Context: an optimization exercise on an open-source flow, tuned for small area, a short achievable clock period and few clock cycles per item. The choices shown serve that exercise and are no tape-out recipe.
The RTL was checked by simulation tests, not by an equivalence proof against the original design.
Power figures rest on the tool's default switching activity, not on a simulated workload.

<file path="design/flow/config.mk">
export PLATFORM = sky130hd
export DESIGN_NAME = booth
export DESIGN_NICKNAME = booth
export VERILOG_FILES = /design/flow/design.v
export SDC_FILE = /design/flow/constraint.sdc
export NUM_CORES = 4
export LEC_CHECK = 0
export CAP_MARGIN = 20
export CORE_MARGIN = 2
export CORE_UTILIZATION = 40
export SLEW_MARGIN = 20
export SYNTH_HIERARCHICAL = 1
export SYNTH_MINIMUM_KEEP_SIZE = 0
</file>
<file path="design/flow/constraint.sdc">
create_clock -name core_clock -period 4.0 [get_ports {clk}]
set_input_delay 0.8000 -clock core_clock [delete_from_list [all_inputs] [get_ports {clk}]]
set_output_delay 0.8000 -clock core_clock [all_outputs]
set_load 0.01 [all_outputs]
</file>
<file path="design/flow/design.v">
module booth (
    input  wire        clk  ,
    input  wire        rst_n,
    input  wire [15:0] x    ,
    input  wire [15:0] y    ,
    input  wire        start,
    output wire [31:0] z    ,
    output wire        busy
);
assign busy = 1'b0;
wire neg0 = y[1];
wire one0 = y[0] ^ 1'b0;
wire two0 = (y[1] & ~y[0] & ~1'b0) | (~y[1] & y[0] & 1'b0);
wire neg1 = y[3];
wire one1 = y[2] ^ y[1];
wire two1 = (y[3] & ~y[2] & ~y[1]) | (~y[3] & y[2] & y[1]);
wire neg2 = y[5];
wire one2 = y[4] ^ y[3];
wire two2 = (y[5] & ~y[4] & ~y[3]) | (~y[5] & y[4] & y[3]);
wire neg3 = y[7];
wire one3 = y[6] ^ y[5];
wire two3 = (y[7] & ~y[6] & ~y[5]) | (~y[7] & y[6] & y[5]);
wire neg4 = y[9];
wire one4 = y[8] ^ y[7];
wire two4 = (y[9] & ~y[8] & ~y[7]) | (~y[9] & y[8] & y[7]);
wire neg5 = y[11];
wire one5 = y[10] ^ y[9];
wire two5 = (y[11] & ~y[10] & ~y[9]) | (~y[11] & y[10] & y[9]);
wire neg6 = y[13];
wire one6 = y[12] ^ y[11];
wire two6 = (y[13] & ~y[12] & ~y[11]) | (~y[13] & y[12] & y[11]);
wire neg7 = y[15];
wire one7 = y[14] ^ y[13];
wire two7 = (y[15] & ~y[14] & ~y[13]) | (~y[15] & y[14] & y[13]);
wire pp0_0 = ((one0 & x[0])) ^ neg0;
wire pp0_1 = ((one0 & x[1]) | (two0 & x[0])) ^ neg0;
wire pp0_2 = ((one0 & x[2]) | (two0 & x[1])) ^ neg0;
wire pp0_3 = ((one0 & x[3]) | (two0 & x[2])) ^ neg0;
wire pp0_4 = ((one0 & x[4]) | (two0 & x[3])) ^ neg0;
wire pp0_5 = ((one0 & x[5]) | (two0 & x[4])) ^ neg0;
wire pp0_6 = ((one0 & x[6]) | (two0 & x[5])) ^ neg0;
wire pp0_7 = ((one0 & x[7]) | (two0 & x[6])) ^ neg0;
wire pp0_8 = ((one0 & x[8]) | (two0 & x[7])) ^ neg0;
wire pp0_9 = ((one0 & x[9]) | (two0 & x[8])) ^ neg0;
wire pp0_10 = ((one0 & x[10]) | (two0 & x[9])) ^ neg0;
wire pp0_11 = ((one0 & x[11]) | (two0 & x[10])) ^ neg0;
wire pp0_12 = ((one0 & x[12]) | (two0 & x[11])) ^ neg0;
wire pp0_13 = ((one0 & x[13]) | (two0 & x[12])) ^ neg0;
wire pp0_14 = ((one0 & x[14]) | (two0 & x[13])) ^ neg0;
wire pp0_15 = ((one0 & x[15]) | (two0 & x[14])) ^ neg0;
wire pp0_16 = ~(((one0 & x[15]) | (two0 & x[15])) ^ neg0);
wire s0n = ~pp0_16;
wire pp1_0 = ((one1 & x[0])) ^ neg1;
wire pp1_1 = ((one1 & x[1]) | (two1 & x[0])) ^ neg1;
wire pp1_2 = ((one1 & x[2]) | (two1 & x[1])) ^ neg1;
wire pp1_3 = ((one1 & x[3]) | (two1 & x[2])) ^ neg1;
wire pp1_4 = ((one1 & x[4]) | (two1 & x[3])) ^ neg1;
wire pp1_5 = ((one1 & x[5]) | (two1 & x[4])) ^ neg1;
wire pp1_6 = ((one1 & x[6]) | (two1 & x[5])) ^ neg1;
wire pp1_7 = ((one1 & x[7]) | (two1 & x[6])) ^ neg1;
wire pp1_8 = ((one1 & x[8]) | (two1 & x[7])) ^ neg1;
wire pp1_9 = ((one1 & x[9]) | (two1 & x[8])) ^ neg1;
wire pp1_10 = ((one1 & x[10]) | (two1 & x[9])) ^ neg1;
wire pp1_11 = ((one1 & x[11]) | (two1 & x[10])) ^ neg1;
wire pp1_12 = ((one1 & x[12]) | (two1 & x[11])) ^ neg1;
wire pp1_13 = ((one1 & x[13]) | (two1 & x[12])) ^ neg1;
wire pp1_14 = ((one1 & x[14]) | (two1 & x[13])) ^ neg1;
wire pp1_15 = ((one1 & x[15]) | (two1 & x[14])) ^ neg1;
wire pp1_16 = ~(((one1 & x[15]) | (two1 & x[15])) ^ neg1);
wire pp2_0 = ((one2 & x[0])) ^ neg2;
wire pp2_1 = ((one2 & x[1]) | (two2 & x[0])) ^ neg2;
wire pp2_2 = ((one2 & x[2]) | (two2 & x[1])) ^ neg2;
wire pp2_3 = ((one2 & x[3]) | (two2 & x[2])) ^ neg2;
wire pp2_4 = ((one2 & x[4]) | (two2 & x[3])) ^ neg2;
wire pp2_5 = ((one2 & x[5]) | (two2 & x[4])) ^ neg2;
wire pp2_6 = ((one2 & x[6]) | (two2 & x[5])) ^ neg2;
wire pp2_7 = ((one2 & x[7]) | (two2 & x[6])) ^ neg2;
wire pp2_8 = ((one2 & x[8]) | (two2 & x[7])) ^ neg2;
wire pp2_9 = ((one2 & x[9]) | (two2 & x[8])) ^ neg2;
wire pp2_10 = ((one2 & x[10]) | (two2 & x[9])) ^ neg2;
wire pp2_11 = ((one2 & x[11]) | (two2 & x[10])) ^ neg2;
wire pp2_12 = ((one2 & x[12]) | (two2 & x[11])) ^ neg2;
wire pp2_13 = ((one2 & x[13]) | (two2 & x[12])) ^ neg2;
wire pp2_14 = ((one2 & x[14]) | (two2 & x[13])) ^ neg2;
wire pp2_15 = ((one2 & x[15]) | (two2 & x[14])) ^ neg2;
wire pp2_16 = ~(((one2 & x[15]) | (two2 & x[15])) ^ neg2);
wire pp3_0 = ((one3 & x[0])) ^ neg3;
wire pp3_1 = ((one3 & x[1]) | (two3 & x[0])) ^ neg3;
wire pp3_2 = ((one3 & x[2]) | (two3 & x[1])) ^ neg3;
wire pp3_3 = ((one3 & x[3]) | (two3 & x[2])) ^ neg3;
wire pp3_4 = ((one3 & x[4]) | (two3 & x[3])) ^ neg3;
wire pp3_5 = ((one3 & x[5]) | (two3 & x[4])) ^ neg3;
wire pp3_6 = ((one3 & x[6]) | (two3 & x[5])) ^ neg3;
wire pp3_7 = ((one3 & x[7]) | (two3 & x[6])) ^ neg3;
wire pp3_8 = ((one3 & x[8]) | (two3 & x[7])) ^ neg3;
wire pp3_9 = ((one3 & x[9]) | (two3 & x[8])) ^ neg3;
wire pp3_10 = ((one3 & x[10]) | (two3 & x[9])) ^ neg3;
wire pp3_11 = ((one3 & x[11]) | (two3 & x[10])) ^ neg3;
wire pp3_12 = ((one3 & x[12]) | (two3 & x[11])) ^ neg3;
wire pp3_13 = ((one3 & x[13]) | (two3 & x[12])) ^ neg3;
wire pp3_14 = ((one3 & x[14]) | (two3 & x[13])) ^ neg3;
wire pp3_15 = ((one3 & x[15]) | (two3 & x[14])) ^ neg3;
wire pp3_16 = ~(((one3 & x[15]) | (two3 & x[15])) ^ neg3);
wire pp4_0 = ((one4 & x[0])) ^ neg4;
wire pp4_1 = ((one4 & x[1]) | (two4 & x[0])) ^ neg4;
wire pp4_2 = ((one4 & x[2]) | (two4 & x[1])) ^ neg4;
wire pp4_3 = ((one4 & x[3]) | (two4 & x[2])) ^ neg4;
wire pp4_4 = ((one4 & x[4]) | (two4 & x[3])) ^ neg4;
wire pp4_5 = ((one4 & x[5]) | (two4 & x[4])) ^ neg4;
wire pp4_6 = ((one4 & x[6]) | (two4 & x[5])) ^ neg4;
wire pp4_7 = ((one4 & x[7]) | (two4 & x[6])) ^ neg4;
wire pp4_8 = ((one4 & x[8]) | (two4 & x[7])) ^ neg4;
wire pp4_9 = ((one4 & x[9]) | (two4 & x[8])) ^ neg4;
wire pp4_10 = ((one4 & x[10]) | (two4 & x[9])) ^ neg4;
wire pp4_11 = ((one4 & x[11]) | (two4 & x[10])) ^ neg4;
wire pp4_12 = ((one4 & x[12]) | (two4 & x[11])) ^ neg4;
wire pp4_13 = ((one4 & x[13]) | (two4 & x[12])) ^ neg4;
wire pp4_14 = ((one4 & x[14]) | (two4 & x[13])) ^ neg4;
wire pp4_15 = ((one4 & x[15]) | (two4 & x[14])) ^ neg4;
wire pp4_16 = ~(((one4 & x[15]) | (two4 & x[15])) ^ neg4);
wire pp5_0 = ((one5 & x[0])) ^ neg5;
wire pp5_1 = ((one5 & x[1]) | (two5 & x[0])) ^ neg5;
wire pp5_2 = ((one5 & x[2]) | (two5 & x[1])) ^ neg5;
wire pp5_3 = ((one5 & x[3]) | (two5 & x[2])) ^ neg5;
wire pp5_4 = ((one5 & x[4]) | (two5 & x[3])) ^ neg5;
wire pp5_5 = ((one5 & x[5]) | (two5 & x[4])) ^ neg5;
wire pp5_6 = ((one5 & x[6]) | (two5 & x[5])) ^ neg5;
wire pp5_7 = ((one5 & x[7]) | (two5 & x[6])) ^ neg5;
wire pp5_8 = ((one5 & x[8]) | (two5 & x[7])) ^ neg5;
wire pp5_9 = ((one5 & x[9]) | (two5 & x[8])) ^ neg5;
wire pp5_10 = ((one5 & x[10]) | (two5 & x[9])) ^ neg5;
wire pp5_11 = ((one5 & x[11]) | (two5 & x[10])) ^ neg5;
wire pp5_12 = ((one5 & x[12]) | (two5 & x[11])) ^ neg5;
wire pp5_13 = ((one5 & x[13]) | (two5 & x[12])) ^ neg5;
wire pp5_14 = ((one5 & x[14]) | (two5 & x[13])) ^ neg5;
wire pp5_15 = ((one5 & x[15]) | (two5 & x[14])) ^ neg5;
wire pp5_16 = ~(((one5 & x[15]) | (two5 & x[15])) ^ neg5);
wire pp6_0 = ((one6 & x[0])) ^ neg6;
wire pp6_1 = ((one6 & x[1]) | (two6 & x[0])) ^ neg6;
wire pp6_2 = ((one6 & x[2]) | (two6 & x[1])) ^ neg6;
wire pp6_3 = ((one6 & x[3]) | (two6 & x[2])) ^ neg6;
wire pp6_4 = ((one6 & x[4]) | (two6 & x[3])) ^ neg6;
wire pp6_5 = ((one6 & x[5]) | (two6 & x[4])) ^ neg6;
wire pp6_6 = ((one6 & x[6]) | (two6 & x[5])) ^ neg6;
wire pp6_7 = ((one6 & x[7]) | (two6 & x[6])) ^ neg6;
wire pp6_8 = ((one6 & x[8]) | (two6 & x[7])) ^ neg6;
wire pp6_9 = ((one6 & x[9]) | (two6 & x[8])) ^ neg6;
wire pp6_10 = ((one6 & x[10]) | (two6 & x[9])) ^ neg6;
wire pp6_11 = ((one6 & x[11]) | (two6 & x[10])) ^ neg6;
wire pp6_12 = ((one6 & x[12]) | (two6 & x[11])) ^ neg6;
wire pp6_13 = ((one6 & x[13]) | (two6 & x[12])) ^ neg6;
wire pp6_14 = ((one6 & x[14]) | (two6 & x[13])) ^ neg6;
wire pp6_15 = ((one6 & x[15]) | (two6 & x[14])) ^ neg6;
wire pp6_16 = ~(((one6 & x[15]) | (two6 & x[15])) ^ neg6);
wire pp7_0 = ((one7 & x[0])) ^ neg7;
wire pp7_1 = ((one7 & x[1]) | (two7 & x[0])) ^ neg7;
wire pp7_2 = ((one7 & x[2]) | (two7 & x[1])) ^ neg7;
wire pp7_3 = ((one7 & x[3]) | (two7 & x[2])) ^ neg7;
wire pp7_4 = ((one7 & x[4]) | (two7 & x[3])) ^ neg7;
wire pp7_5 = ((one7 & x[5]) | (two7 & x[4])) ^ neg7;
wire pp7_6 = ((one7 & x[6]) | (two7 & x[5])) ^ neg7;
wire pp7_7 = ((one7 & x[7]) | (two7 & x[6])) ^ neg7;
wire pp7_8 = ((one7 & x[8]) | (two7 & x[7])) ^ neg7;
wire pp7_9 = ((one7 & x[9]) | (two7 & x[8])) ^ neg7;
wire pp7_10 = ((one7 & x[10]) | (two7 & x[9])) ^ neg7;
wire pp7_11 = ((one7 & x[11]) | (two7 & x[10])) ^ neg7;
wire pp7_12 = ((one7 & x[12]) | (two7 & x[11])) ^ neg7;
wire pp7_13 = ((one7 & x[13]) | (two7 & x[12])) ^ neg7;
wire pp7_14 = ((one7 & x[14]) | (two7 & x[13])) ^ neg7;
wire pp7_15 = ((one7 & x[15]) | (two7 & x[14])) ^ neg7;
wire pp7_16 = ~(((one7 & x[15]) | (two7 & x[15])) ^ neg7);
wire s1, c2;
mha us1 (.a(neg1), .b(pp0_2), .s(s1), .co(c2));
wire s3, c4;
mha us3 (.a(pp0_3), .b(pp1_1), .s(s3), .co(c4));
wire s5, c6;
mfa us5 (.a(neg2), .b(pp0_4), .c(pp1_2), .s(s5), .co(c6));
wire s7, c8;
mha us7 (.a(pp2_0), .b(c4), .s(s7), .co(c8));
wire s9, c10;
mfa us9 (.a(pp0_5), .b(pp1_3), .c(pp2_1), .s(s9), .co(c10));
wire s11, c12;
mha us11 (.a(c6), .b(c8), .s(s11), .co(c12));
wire s13, c14;
mfa us13 (.a(neg3), .b(pp0_6), .c(pp1_4), .s(s13), .co(c14));
wire s15, c16;
mfa us15 (.a(pp2_2), .b(pp3_0), .c(c10), .s(s15), .co(c16));
wire s17, c18;
mha us17 (.a(s13), .b(c12), .s(s17), .co(c18));
wire s19, c20;
mfa us19 (.a(pp0_7), .b(pp1_5), .c(pp2_3), .s(s19), .co(c20));
wire s21, c22;
mfa us21 (.a(pp3_1), .b(c14), .c(s19), .s(s21), .co(c22));
wire s23, c24;
mha us23 (.a(c16), .b(c18), .s(s23), .co(c24));
wire s25, c26;
mfa us25 (.a(neg4), .b(pp0_8), .c(pp1_6), .s(s25), .co(c26));
wire s27, c28;
mfa us27 (.a(pp2_4), .b(pp3_2), .c(pp4_0), .s(s27), .co(c28));
wire s29, c30;
mfa us29 (.a(c20), .b(s25), .c(s27), .s(s29), .co(c30));
wire s31, c32;
mha us31 (.a(c22), .b(s29), .s(s31), .co(c32));
wire s33, c34;
mfa us33 (.a(pp0_9), .b(pp1_7), .c(pp2_5), .s(s33), .co(c34));
wire s35, c36;
mfa us35 (.a(pp3_3), .b(pp4_1), .c(c26), .s(s35), .co(c36));
wire s37, c38;
mfa us37 (.a(c28), .b(s33), .c(s35), .s(s37), .co(c38));
wire s39, c40;
mha us39 (.a(c30), .b(c32), .s(s39), .co(c40));
wire s41, c42;
mfa us41 (.a(neg5), .b(pp0_10), .c(pp1_8), .s(s41), .co(c42));
wire s43, c44;
mfa us43 (.a(pp2_6), .b(pp3_4), .c(pp4_2), .s(s43), .co(c44));
wire s45, c46;
mfa us45 (.a(pp5_0), .b(c34), .c(s41), .s(s45), .co(c46));
wire s47, c48;
mfa us47 (.a(s43), .b(c36), .c(s45), .s(s47), .co(c48));
wire s49, c50;
mha us49 (.a(c38), .b(c40), .s(s49), .co(c50));
wire s51, c52;
mfa us51 (.a(pp0_11), .b(pp1_9), .c(pp2_7), .s(s51), .co(c52));
wire s53, c54;
mfa us53 (.a(pp3_5), .b(pp4_3), .c(pp5_1), .s(s53), .co(c54));
wire s55, c56;
mfa us55 (.a(c42), .b(c44), .c(s51), .s(s55), .co(c56));
wire s57, c58;
mfa us57 (.a(s53), .b(c46), .c(s55), .s(s57), .co(c58));
wire s59, c60;
mha us59 (.a(c48), .b(s57), .s(s59), .co(c60));
wire s61, c62;
mfa us61 (.a(neg6), .b(pp0_12), .c(pp1_10), .s(s61), .co(c62));
wire s63, c64;
mfa us63 (.a(pp2_8), .b(pp3_6), .c(pp4_4), .s(s63), .co(c64));
wire s65, c66;
mfa us65 (.a(pp5_2), .b(pp6_0), .c(c52), .s(s65), .co(c66));
wire s67, c68;
mfa us67 (.a(c54), .b(s61), .c(s63), .s(s67), .co(c68));
wire s69, c70;
mfa us69 (.a(s65), .b(c56), .c(s67), .s(s69), .co(c70));
wire s71, c72;
mha us71 (.a(c58), .b(s69), .s(s71), .co(c72));
wire s73, c74;
mfa us73 (.a(pp0_13), .b(pp1_11), .c(pp2_9), .s(s73), .co(c74));
wire s75, c76;
mfa us75 (.a(pp3_7), .b(pp4_5), .c(pp5_3), .s(s75), .co(c76));
wire s77, c78;
mfa us77 (.a(pp6_1), .b(c62), .c(c64), .s(s77), .co(c78));
wire s79, c80;
mfa us79 (.a(s73), .b(s75), .c(c66), .s(s79), .co(c80));
wire s81, c82;
mfa us81 (.a(s77), .b(c68), .c(s79), .s(s81), .co(c82));
wire s83, c84;
mha us83 (.a(c70), .b(c72), .s(s83), .co(c84));
wire s85, c86;
mfa us85 (.a(neg7), .b(pp0_14), .c(pp1_12), .s(s85), .co(c86));
wire s87, c88;
mfa us87 (.a(pp2_10), .b(pp3_8), .c(pp4_6), .s(s87), .co(c88));
wire s89, c90;
mfa us89 (.a(pp5_4), .b(pp6_2), .c(pp7_0), .s(s89), .co(c90));
wire s91, c92;
mfa us91 (.a(c74), .b(c76), .c(s85), .s(s91), .co(c92));
wire s93, c94;
mfa us93 (.a(s87), .b(s89), .c(c78), .s(s93), .co(c94));
wire s95, c96;
mfa us95 (.a(s91), .b(c80), .c(s93), .s(s95), .co(c96));
wire s97, c98;
mha us97 (.a(c82), .b(s95), .s(s97), .co(c98));
wire s99, c100;
mfa us99 (.a(pp0_15), .b(pp1_13), .c(pp2_11), .s(s99), .co(c100));
wire s101, c102;
mfa us101 (.a(pp3_9), .b(pp4_7), .c(pp5_5), .s(s101), .co(c102));
wire s103, c104;
mfa us103 (.a(pp6_3), .b(pp7_1), .c(c86), .s(s103), .co(c104));
wire s105, c106;
mfa us105 (.a(c88), .b(c90), .c(s99), .s(s105), .co(c106));
wire s107, c108;
mfa us107 (.a(s101), .b(s103), .c(c92), .s(s107), .co(c108));
wire s109, c110;
mfa us109 (.a(s105), .b(c94), .c(s107), .s(s109), .co(c110));
wire s111, c112;
mha us111 (.a(c96), .b(s109), .s(s111), .co(c112));
wire s113, c114;
mfa us113 (.a(s0n), .b(pp1_14), .c(pp2_12), .s(s113), .co(c114));
wire s115, c116;
mfa us115 (.a(pp3_10), .b(pp4_8), .c(pp5_6), .s(s115), .co(c116));
wire s117, c118;
mfa us117 (.a(pp6_4), .b(pp7_2), .c(c100), .s(s117), .co(c118));
wire s119, c120;
mfa us119 (.a(c102), .b(s113), .c(s115), .s(s119), .co(c120));
wire s121, c122;
mfa us121 (.a(c104), .b(s117), .c(c106), .s(s121), .co(c122));
wire s123, c124;
mfa us123 (.a(s119), .b(c108), .c(s121), .s(s123), .co(c124));
wire s125, c126;
mha us125 (.a(c110), .b(s123), .s(s125), .co(c126));
wire s127, c128;
mfa us127 (.a(s0n), .b(pp1_15), .c(pp2_13), .s(s127), .co(c128));
wire s129, c130;
mfa us129 (.a(pp3_11), .b(pp4_9), .c(pp5_7), .s(s129), .co(c130));
wire s131, c132;
mfa us131 (.a(pp6_5), .b(pp7_3), .c(c114), .s(s131), .co(c132));
wire s133, c134;
mfa us133 (.a(c116), .b(s127), .c(s129), .s(s133), .co(c134));
wire s135, c136;
mfa us135 (.a(c118), .b(s131), .c(c120), .s(s135), .co(c136));
wire s137, c138;
mfa us137 (.a(s133), .b(c122), .c(s135), .s(s137), .co(c138));
wire s139, c140;
mha us139 (.a(c124), .b(s137), .s(s139), .co(c140));
wire s141, c142;
mfa us141 (.a(pp0_16), .b(pp1_16), .c(pp2_14), .s(s141), .co(c142));
wire s143, c144;
mfa us143 (.a(pp3_12), .b(pp4_10), .c(pp5_8), .s(s143), .co(c144));
wire s145, c146;
mfa us145 (.a(pp6_6), .b(pp7_4), .c(c128), .s(s145), .co(c146));
wire s147, c148;
mfa us147 (.a(c130), .b(s141), .c(s143), .s(s147), .co(c148));
wire s149, c150;
mfa us149 (.a(c132), .b(s145), .c(c134), .s(s149), .co(c150));
wire s151, c152;
mfa us151 (.a(s147), .b(c136), .c(s149), .s(s151), .co(c152));
wire s153, c154;
mha us153 (.a(c138), .b(s151), .s(s153), .co(c154));
wire s155 = ~pp2_15;
wire s156, c157;
mfa us156 (.a(pp3_13), .b(pp4_11), .c(pp5_9), .s(s156), .co(c157));
wire s158, c159;
mfa us158 (.a(pp6_7), .b(pp7_5), .c(s155), .s(s158), .co(c159));
wire s160, c161;
mfa us160 (.a(c142), .b(c144), .c(s156), .s(s160), .co(c161));
wire s162, c163;
mfa us162 (.a(s158), .b(c146), .c(c148), .s(s162), .co(c163));
wire s164, c165;
mfa us164 (.a(s160), .b(c150), .c(s162), .s(s164), .co(c165));
wire s166, c167;
mha us166 (.a(c152), .b(s164), .s(s166), .co(c167));
wire s168, c169;
mfa us168 (.a(pp2_16), .b(pp3_14), .c(pp4_12), .s(s168), .co(c169));
wire s170, c171;
mfa us170 (.a(pp5_10), .b(pp6_8), .c(pp7_6), .s(s170), .co(c171));
wire s172, c173;
mfa us172 (.a(pp2_15), .b(c157), .c(s168), .s(s172), .co(c173));
wire s174, c175;
mfa us174 (.a(s170), .b(c159), .c(c161), .s(s174), .co(c175));
wire s176, c177;
mfa us176 (.a(s172), .b(c163), .c(s174), .s(s176), .co(c177));
wire s178, c179;
mha us178 (.a(c165), .b(s176), .s(s178), .co(c179));
wire s180 = ~pp3_15;
wire s181, c182;
mfa us181 (.a(pp4_13), .b(pp5_11), .c(pp6_9), .s(s181), .co(c182));
wire s183, c184;
mfa us183 (.a(pp7_7), .b(s180), .c(c169), .s(s183), .co(c184));
wire s185, c186;
mfa us185 (.a(c171), .b(s181), .c(s183), .s(s185), .co(c186));
wire s187, c188;
mfa us187 (.a(c173), .b(c175), .c(s185), .s(s187), .co(c188));
wire s189, c190;
mha us189 (.a(c177), .b(s187), .s(s189), .co(c190));
wire s191, c192;
mfa us191 (.a(pp3_16), .b(pp4_14), .c(pp5_12), .s(s191), .co(c192));
wire s193, c194;
mfa us193 (.a(pp6_10), .b(pp7_8), .c(pp3_15), .s(s193), .co(c194));
wire s195, c196;
mfa us195 (.a(c182), .b(s191), .c(s193), .s(s195), .co(c196));
wire s197, c198;
mfa us197 (.a(c184), .b(s195), .c(c186), .s(s197), .co(c198));
wire s199, c200;
mha us199 (.a(c188), .b(s197), .s(s199), .co(c200));
wire s201 = ~pp4_15;
wire s202, c203;
mfa us202 (.a(pp5_13), .b(pp6_11), .c(pp7_9), .s(s202), .co(c203));
wire s204, c205;
mfa us204 (.a(s201), .b(c192), .c(c194), .s(s204), .co(c205));
wire s206, c207;
mfa us206 (.a(s202), .b(s204), .c(c196), .s(s206), .co(c207));
wire s208, c209;
mha us208 (.a(s206), .b(c198), .s(s208), .co(c209));
wire s210, c211;
mfa us210 (.a(pp4_16), .b(pp5_14), .c(pp6_12), .s(s210), .co(c211));
wire s212, c213;
mfa us212 (.a(pp7_10), .b(pp4_15), .c(c203), .s(s212), .co(c213));
wire s214, c215;
mfa us214 (.a(s210), .b(c205), .c(s212), .s(s214), .co(c215));
wire s216, c217;
mha us216 (.a(c207), .b(s214), .s(s216), .co(c217));
wire s218 = ~pp5_15;
wire s219, c220;
mfa us219 (.a(pp6_13), .b(pp7_11), .c(s218), .s(s219), .co(c220));
wire s221, c222;
mfa us221 (.a(c211), .b(s219), .c(c213), .s(s221), .co(c222));
wire s223, c224;
mha us223 (.a(c215), .b(s221), .s(s223), .co(c224));
wire s225, c226;
mfa us225 (.a(pp5_16), .b(pp6_14), .c(pp7_12), .s(s225), .co(c226));
wire s227, c228;
mfa us227 (.a(pp5_15), .b(s225), .c(c220), .s(s227), .co(c228));
wire s229, c230;
mha us229 (.a(s227), .b(c222), .s(s229), .co(c230));
wire s231 = ~pp6_15;
wire s232, c233;
mfa us232 (.a(pp7_13), .b(s231), .c(c226), .s(s232), .co(c233));
wire s234, c235;
mha us234 (.a(s232), .b(c228), .s(s234), .co(c235));
wire s236, c237;
mfa us236 (.a(pp6_16), .b(pp7_14), .c(pp6_15), .s(s236), .co(c237));
wire s238, c239;
mha us238 (.a(s236), .b(c233), .s(s238), .co(c239));
wire s240 = ~pp7_15;
wire s241, c242;
mha us241 (.a(s240), .b(c237), .s(s241), .co(c242));
wire s243, c244;
mha us243 (.a(pp7_16), .b(pp7_15), .s(s243), .co(c244));
wire s245 = ~c244;
reg [31:0] qa;
reg [29:0] qb;
wire [31:0] qbw = {1'b0, qb[29], qb[28], qb[27], qb[26], qb[25], qb[24], qb[23], qb[22], qb[21], qb[20], qb[19], qb[18], qb[17], qb[16], qb[15], qb[14], qb[13], qb[12], qb[11], qb[10], qb[9], qb[8], qb[7], qb[6], qb[5], qb[4], qb[3], qb[2], qb[1], 1'b0, qb[0]};
assign z = qa + qbw;
always @(posedge clk)
    if (start) begin
        qa <= {s245, c242, c239, c235, c230, c224, c217, c209, c200, c190, c179, c167, c154, c140, c126, c112, c98, c84, s81, c60, c50, s47, s37, c24, s21, s15, s9, s5, c2, pp1_0, pp0_1, pp0_0};
        qb <= {s243, s241, s238, s234, s229, s223, s216, s208, s199, s189, s178, s166, s153, s139, s125, s111, s97, s83, s71, s59, s49, s39, s31, s23, s17, s11, s7, s3, s1, neg0};
    end
endmodule
module mfa (input wire a, input wire b, input wire c, output wire s, output wire co);
assign s  = a ^ b ^ c;
assign co = (a & b) | (a & c) | (b & c);
endmodule
module mha (input wire a, input wire b, output wire s, output wire co);
assign s  = a ^ b;
assign co = a & b;
endmodule
</file>
<file path="design/flow/run.sh">
#!/bin/bash
# synth_recipe.tcl (not shown) runs the flow's synth.tcl, then flattens the netlist and writes it again
# the make line also repeats each setting of config.mk as NAME=value (left out here)
make -C /OpenROAD-flow-scripts/flow DESIGN_CONFIG=/design/flow/config.mk WORK_HOME=/design/flow/orfs CLKGATE_MAP_FILE= SYNTH_SCRIPT=/design/flow/synth_recipe.tcl finish
</file>
==> metrics.md, run 1 <==
| Metric | Value |
|---|---|
| DRT Wirelength | `about 35000 um` |
| Worst setup path start | `x[13]` |
| Crit path kind | `in -> reg` |
| GR Overflow Total | `0` |
| Max-Cap Viols | `0` |
| Final critical-path setup slack | `46.5 ps` |
| Fin crit period | `a little under 4000 ps` |
| Slew Limit Fails | `0` |
| Combinational Power Share | `approximately three quarters` |
| Final Instance Count excl. Fillers | `roughly 2000` |
| Fillers | `2502` |
| Post-Syn Area | `approximately 0.011 sq mm` |
| Total iterations of the first detailed-routing run | `6` |
| Period utilisation layout | `a little over nine tenths` |
| Power Density | `between 500 and 600 mW/mm^2` |
| Endpoints failing setup | `0` |
| Post-route cell area | `approximately 0.015 sq mm` |
| EDFF count, synth | `between 60 and 70` |
| P_sw | `roughly 3.4 mW` |
| RSZ-0062 raised after global routing | `false` |
| DP Cell Count | `~1900` |
| Routed via count | `~11000` |
| Synthesized area per cell | `7.68 sq um` |
| Total track usage | `24.5%` |
| Iter 0 DRT Violations | `between 1000 and 1500` |
| Core area | `roughly 0.027 sq mm` |
| Max Buffers Root-to-Sink | `2` |
| Register bit total from synthesis | `between 60 and 70` |
| Clock Tree Root | `clkbuf_16` |
| Seq pwr share | `~16%` |
| Std cell rows | `60` |
| Syn_nets | `~1600` |
| GPL Wtd Cong | `0.889` |
| Reg clk slew, reported paths | `approximately 50 ps` |
| Top_reg_cell synth | `edfxtp_1` |
| Initial Util | `around two fifths` |
| WHS | `roughly 1100 ps` |
| WL/cell | `between 15 and 20 um` |
| H-tree depth | `3` |
| First-pass GRT wire length | `56000 um` |
| DRC viols | `0` |
| Post-synth cell types | `46` |
| Antenna Cells | `0` |
| DIE HEIGHT | `~170 um` |
| Yosys warnings | `7` |
| Hold Path Class | `in -> reg` |
| P_leak | `between 5 and 6 nW` |
| Sw Share | `42.3%` |
| Asr flop ratio synth | `0%` |
| Critical Path Sink Type | `flop` |
| Layout cells sized above 1 | `approximately a quarter` |
| P&R area growth vs syn | `31.5%` |
| Achievable Freq | `approximately 250 MHz` |
| CP Launch Type | `input pin` |
| Critical path data required time | `around 4100 ps` |
| Antenna violations before repair | `0` |
| Die area | `about 0.029 sq mm` |
| Synth area leaders | `edfxtp_1 (17%), fa_1 (16%), a21oi_1 (7.3%), o21ai_0 (7.0%), ha_1 (6.8%)` |
| Status | `finished clean` |
| VDD IR max | `about 0.00029 V` |
| Endpoints failing hold | `0` |
| Slew margin rel. | `~52%` |
| Die Width | `~170 um` |
| Pre-CTS WS | `-609 ps` |
| CTS tree | `built` |
| Sink of the worst hold path | `qa[2]` |
| Part of the power in the clock network | `under 10%` |
| Worst hold start | `start` |
| Yosys top cell area share | `16.9%` |
| Vias per inst | `roughly 5.8` |
| Setup_tns | `0 ps` |
| Detail Route Antenna Nets | `0` |
| Cts hold-fix bufs | `0` |
| Register area share after synthesis | `between 10% and 20%` |
| Final HPWL DP | `between 20000 and 30000 um` |
| Top Ports | `about 70` |
| Dominant cell type by area after synthesis | `edfxtp_1` |
| Worst-margin pin slew | `about 720 ps` |
| CTS Sinks | `62` |
| Hold Path Stages | `1` |
| Post-DP Area | `0.0134 sq mm` |
| Largest net degree at the start of global routing | `37` |
| Pint | `around 4.7 mW` |
| CP max FO | `5` |
| Cts bufs inserted | `9` |
| CP arrival | `between 4000 and 5000 ps` |
| IO buf count | `65` |
| Vias in the first global route | `roughly 10000` |
| Total Nets Final | `approximately 1800` |
| Cell count after synthesis | `between 1000 and 1500` |
-- cell usage in the layout, fill, tap and decap left out, drive strengths merged, types with 2 or more instances in the layout --
| cell | netlist | layout |
|---|---|---|
| mux2i | 8 | 8 |
| nand3 | 78 | 78 |
| fa | 90 | 90 |
| ha | 60 | 60 |
| a211oi | 2 | 2 |
| a211o | 2 | 2 |
| nor3b | 6 | 6 |
| clkinvlp | 0 | 5 |
| o21a | 11 | 11 |
| nand2 | 177 | 177 |
| and4 | 2 | 2 |
| edfxtp | 62 | 62 |
| clkdlybuf4s15 | 0 | 2 |
| nand2b | 4 | 4 |
| o21ai | 154 | 154 |
| nand4 | 4 | 4 |
| and2 | 3 | 3 |
| dlymetal6s2s | 0 | 7 |
| nor3 | 11 | 11 |
| a221oi | 32 | 32 |
| buf | 48 | 280 |
| bufbuf | 0 | 3 |
| a31oi | 10 | 10 |
| nor2b | 4 | 4 |
| clkdlybuf4s50 | 0 | 29 |
| clkinv | 0 | 3 |
| xor2 | 20 | 20 |
| clkbuf | 126 | 11 |
| o22ai | 97 | 97 |
| dlygate4sd2 | 0 | 12 |
| a21oi | 162 | 162 |
| nor2 | 86 | 86 |
| a21o | 19 | 19 |
| xnor2 | 38 | 38 |
| inv | 29 | 25 |
| o31ai | 3 | 3 |
| maj3 | 75 | 75 |
| a221o | 2 | 2 |
-- metrics by stage --
| stage | total power [mW] | util [%] |
|---|---|---|
| global placement | 6.94 | 49.6 |
| detailed placement | 7.04 | 49.6 |
| floorplan | 4.72 | - |
| global route | 8.81 | 53.7 |
| CTS | 8.01 | 52.8 |
| finish | 8.10 | 53.7 |
-- logic make-up after synthesis --
logic type	Yosys count	share of synthesized area (%)
XOR/XNOR	58	4.60
other	1	0.0340
adder cells (fa/ha/maj)	225	29.9
AO/OA/AOI/OAI	502	26.3
AND/OR/NAND/NOR	379	14.7
flip-flops	62	16.9
multiplexers	8	0.725
buffers and inverters	203	6.93
-- per-module statistics from Yosys, one instance, submodules excluded --
module | cells | copies in the design
mha | 1 | 29
booth | 1319 | 1
mfa | 1 | 90
-- worst max-delay path: stages --
cell and delay (ps):
dlygate4sd2_1 280, bufbuf_16 290, maj3_1 360, o22ai_2 150, a21oi_1 70, fa_1 480, fa_2 360, fa_1 420
fa_2 590, ha_4 210
-- layer usage --
layer	vias to the layer above	part of all wire, %	global-route usage, %
li1	5514	-	-
met1	5357	46	35.0
met2	384	47	40.6
met3	37	5.6	1.47
met4	0	1.7	6.39
met5	-	0	0
-- final cells by class --
type | instances | area (sq um) | area share (%)
Clock buffer | 11 | 233 | 1.60
Clock inverter | 5 | 50.0 | 0.345
Inverter | 29 | 124 | 0.853
Multi-Input combinational cell | 1173 | 8860 | 61.0
Sequential cell | 62 | 1860 | 12.8
Tap cell | 341 | 427 | 2.94
Timing Repair Buffer | 333 | 2960 | 20.4
-- how the worst max path moves through the flow --
stage,to,slack [ps],depth (start not counted)
6_report,qb[20],50,10
3_3_place_gp,qb[16],-580,11
5_1_grt,qb[15],2,12
3_5_place_dp,qb[16],-610,11
2_1_floorplan,qb[18],-20,12
4_1_cts,qb[15],1,11
-- power by group through the flow --
| stage | combinational (mW) | clock, mW | sequential (mW) |
|---|---|---|---|
| 4_1_cts | 6.01 | 0.737 | 1.26 |
| 3_5_place_dp | 5.77 | 0 | 1.27 |
| 2_1_floorplan | 3.48 | 0 | 1.24 |
| 3_3_place_gp | 5.67 | 0 | 1.27 |
| 6_report | 6.11 | 0.726 | 1.26 |
| 5_1_grt | 6.76 | 0.765 | 1.29 |
-- flip-flops by register name (all words and copies together), names as in the netlist --
name,flops
qb,30
qa,32
-- synthesized netlist by cell type (2+ instances only) --
cell type    n
a211o_1      2
a211oi_1     2
a21o_1      19
a21oi_1    162
a221oi_1    32
a31oi_1     10
and2_1       3
and4_1       2
buf_1       47
clkbuf_1   126
edfxtp_1    62
fa_1        90
ha_1        60
inv_1       29
maj3_1      75
mux2i_1      8
nand2_1    177
nand2b_1     4
nand3_1     78
nand4_1      4
nor2_1      86
nor2b_1      4
nor3_1      11
nor3b_1      6
o21a_1      11
o21ai_0    154
o22ai_1     97
o31ai_1      3
xnor2_1     38
xor2_1      20
-- repair_timing --
action,in CTS,in global routing
hold endpoints to repair,0,0
resized for setup,102,61
buffers inserted,30,8
pin swaps,30,40
gates cloned,3,0
endpoints found under the setup margin,38,26
Testbench counts, summed over its fixed seeds: cycles 3,200, items 3,200.
==> inputs of run 2 (changes only) <==
--- a/design/flow/config.mk
+++ b/design/flow/config.mk
@@ -5,6 +5,7 @@
 export SDC_FILE = /design/flow/constraint.sdc
 export NUM_CORES = 4
 export LEC_CHECK = 0
+export ABC_AREA = 1
 export CAP_MARGIN = 20
 export CORE_MARGIN = 2
 export CORE_UTILIZATION = 40
==> metrics.md, run 2 <==
| Metric | Value |
|---|---|
| P&R area growth vs syn | `30.8%` |
| Max-Cap Viols | `0` |
| Vias per inst | `5.10` |
| Total track usage | `20.0%` |
| Std cell rows | `54` |
| Antenna violations before repair | `0` |
| Worst path bufs/invs | `2` |
| Max FFs per register | `32` |
| Critical Path Slowest Stage Cell | `fa_1` |
| Core area | `between 0.02 and 0.025 sq mm` |
| Routed via count | `slightly below 8000` |
| Detail Route Antenna Nets | `0` |
| Post-synth top cells | `nand2_1 (264), xor2_1 (142), inv_1 (137)` |
| Status | `finished clean` |
| Post-route cell area | `around 0.012 sq mm` |
| Critical Path Sink Type | `flop` |
| Achievable Freq | `roughly 250 MHz` |
| CP Depth | `12` |
| Post-DP Area | `0.0105 sq mm` |
| CP max FO | `6` |
| CP arrival | `~4000 ps` |
| Multi-input logic area | `0.00677 sq mm` |
| Most used cell along the critical path | `fa_1` |
| Synthesized area per cell | `approximately 8.4 sq um` |
| GPL Wtd Cong | `roughly 0.90` |
| Die Width | `between 150 and 200 um` |
| Dominant cell type by area after synthesis | `edfxtp_1` |
| VDD IR max | `0.000326 V` |
| Total iterations of the first detailed-routing run | `5` |
| Fin crit period | `3940 ps` |
| Endpoints failing hold | `0` |
| DRC viols | `0` |
| DIE HEIGHT | `around 150 um` |
| Top_reg_cell synth | `edfxtp_1` |
| Largest net degree at the start of global routing | `28` |
| Worst-margin pin slew | `a little under 600 ps` |
| Vias in the first global route | `about 7500` |
| Largest reg by FF count | `qa` |
| Crit path kind | `in -> reg` |
| CP delay by family, top | `adder cells` |
| Yosys top cell area share | `between 20% and 30%` |
| P_leak | `roughly 5.5 nW` |
| CTS Sinks | `62` |
| Largest regs | `qa x32, qb x30` |
| Cts hold-fix bufs | `0` |
| Critical path data required time | `around 4000 ps` |
| Endpoints failing setup | `0` |
| Cell count after synthesis | `approximately 1100` |
| Max incr delay on CP | `approximately 550 ps` |
| Slew Limit Fails | `0` |
| IO buf count | `65` |
| Most common cell after layout, fill and taps aside | `nand2_1` |
| Fillers | `roughly 2000` |
| DRT Wirelength | `~24000 um` |
| RSZ-0062 raised after global routing | `true` |
| Max Buffers Root-to-Sink | `2` |
| Cts bufs inserted | `9` |
| Period utilisation layout | `98.5%` |
| Antenna Cells | `0` |
| Reg clk slew, reported paths | `roughly 60 ps` |
| WL/cell | `around 16 um` |
| Hold Path Class | `in -> reg` |
| Hold Path Stages | `1` |
| Register area share after synthesis | `a little over a fifth` |
| Clock Tree Root | `clkbuf_16` |
| Iter 0 DRT Violations | `~480` |
| CP Launch Type | `input pin` |
| Register bit total from synthesis | `62` |
| Post-synth cell types | `30` |
| Initial Util | `about two fifths` |
| Post-Syn Area | `a little under 0.009 sq mm` |
| Yosys warnings | `7` |
| Synth area leaders | `edfxtp_1 (21%), fa_1 (20%), xor2_1 (14%), nand2_1 (11%), ha_1 (8.4%)` |
| H-tree depth | `3` |
| Critical Path, Cell by Cell | `clkdlybuf4s15_1, or2_4, nand2_4, nand2_8, buf_16, o22ai_4, xor2_2, fa_2, fa_1, fa_1, fa_1, ha_1` |
| Layout cells sized above 1 | `between 20% and 30%` |
| Slew margin rel. | `approximately 61%` |
| Top Ports | `between 60 and 70` |
| Final HPWL DP | `approximately 19000 um` |
| CTS tree | `built` |
| First-pass GRT wire length | `38200 um` |
| Reg area | `about 0.0019 sq mm` |
| Most frequent cells in the layout | `nand2_1 (249), xor2_1 (131), inv_1 (129)` |
| Top-count cell post-synth | `nand2_1` |
| Power Density | `718 mW/mm^2` |
| EDFF count, synth | `62` |
| Syn_nets | `roughly 1300` |
| GR Overflow Total | `0` |
| Final Util | `53.4%` |
| Die area | `between 0.02 and 0.025 sq mm` |
| Asr flop ratio synth | `0%` |
| Total Nets Final | `between 1000 and 1500` |
[run 2: cell types whose count changed after synthesis, moves of 38 or more]
cell / delta
xor2_1: +122
clkbuf_1: -111
a21oi_1: -140
xnor2_1: -38
buf_1: -45
o21ai_0: -152
nand3_1: -50
inv_1: +108
maj3_1: -75
nand2_1: +87
[run 2: modules after synthesis (local to each module, per instance)]
module,times used,flip-flops and latches
mha,29,0
booth,1,62
mfa,90,0
[run 2: per-layer routing]
metal / wire length (um) / track usage [%] / up-vias
li1: - / - / 3801
met1: 11000 / 28.0 / 3676
met2: 11400 / 33.0 / 216
met3: 1120 / 2.18 / 35
met4: 564 / 5.29 / 0
met5: 0 / 0 / -
[run 2: repair_timing]
action / in CTS / in global routing
endpoints found under the setup margin: 23 / 20
cloned: 1 / 1
setup buffers: 12 / 28
gates resized for setup: 68 / 94
pin swaps: 28 / 44
[run 2: area by class of cell]
class,count,share of cell area (%)
timing repair buffer,201,15.5
timing repair inverter,1,0.0643
inverter,140,4.76
sequential,62,15.9
clock buffer,10,1.96
multi-input combinational,816,58.0
clock inverter,5,0.846
tap,280,3.00
[run 2: path summary, 6_finish.rpt]
kind | start | to | slack, ps
worst max-delay path | y[7] | qb[20] | 60
worst min-delay path | start | qa[0] | 1000
[run 2: kinds of logic (layout without fill, tap and decap cells)]
group                    count (synthesis)  after routing  share of synthesized area [%]
other                                    1              1                         0.0420
AO/OA/AOI/OAI                          153            153                           11.2
adder cells (fa/ha/maj)                150            150                           28.6
buffers and inverters                  189            357                           8.73
AND/OR/NAND/NOR                        370            370                           16.7
XOR/XNOR                               142            142                           13.9
flip-flops                              62             62                           20.8
[run 2: per-stage QoR]
stage / TNS [ps] / setup slack (ps) / power (mW) / instances / hold WS, ps
4_1_cts: -3.37 / -3.37 / 8.35 / 1487 / 1030
3_3_place_gp: -12590 / -570 / 7.25 / 1459 / 1350
3_5_place_dp: -14250 / -654 / 7.34 / 1459 / 1370
6_report: 0 / 60.5 / 8.38 / 1515 / 1000
2_1_floorplan: 0 / 14.8 / 5.14 / 1067 / 899
5_1_grt: -122 / -41.6 / 9.37 / 1515 / 1050
[run 2: report_power, final]
group	total, mW	internal [mW]	leakage (nW)	switching, mW
sequential	1.34	1.26	0.603	0.0887
combinational	6.18	2.77	4.77	3.40
clock	0.864	0.601	0.160	0.263
total	8.38	4.63	5.53	3.75

-- afterwards: timing with drivers on the ports --
The results above use ideal ports. As a check the final layouts listed here were re-extracted and re-timed, cells and wires unchanged.
Step 1 assumes that a clkbuf_16 drives the clock port and a buf_2 every other input.
Step 2 times the ports against the registers' clock, not the clock port: input delays grow and output delays shrink by t, the midpoint of the rising clock arrivals with the driver on.
Three values: ideal ports, drivers, drivers and shift; two values: the first two.
run	shift t [ns]	setup WS [ns]	clock arrival spread, ns	worst data-port slew with drivers (ns)
run 1	0.362	0.046 / 0.066 / -0.296	0.006 / 0.006	0.06
run 2	0.368	0.061 / 0.084 / -0.284	0.012 / 0.012	0.04
Met with ideal ports but missed after step 2: setup timing in run 1 and run 2. For run 2, which loses most, drivers alone change the setup slack by +0.023 ns; drivers and shift together by -0.345 ns.
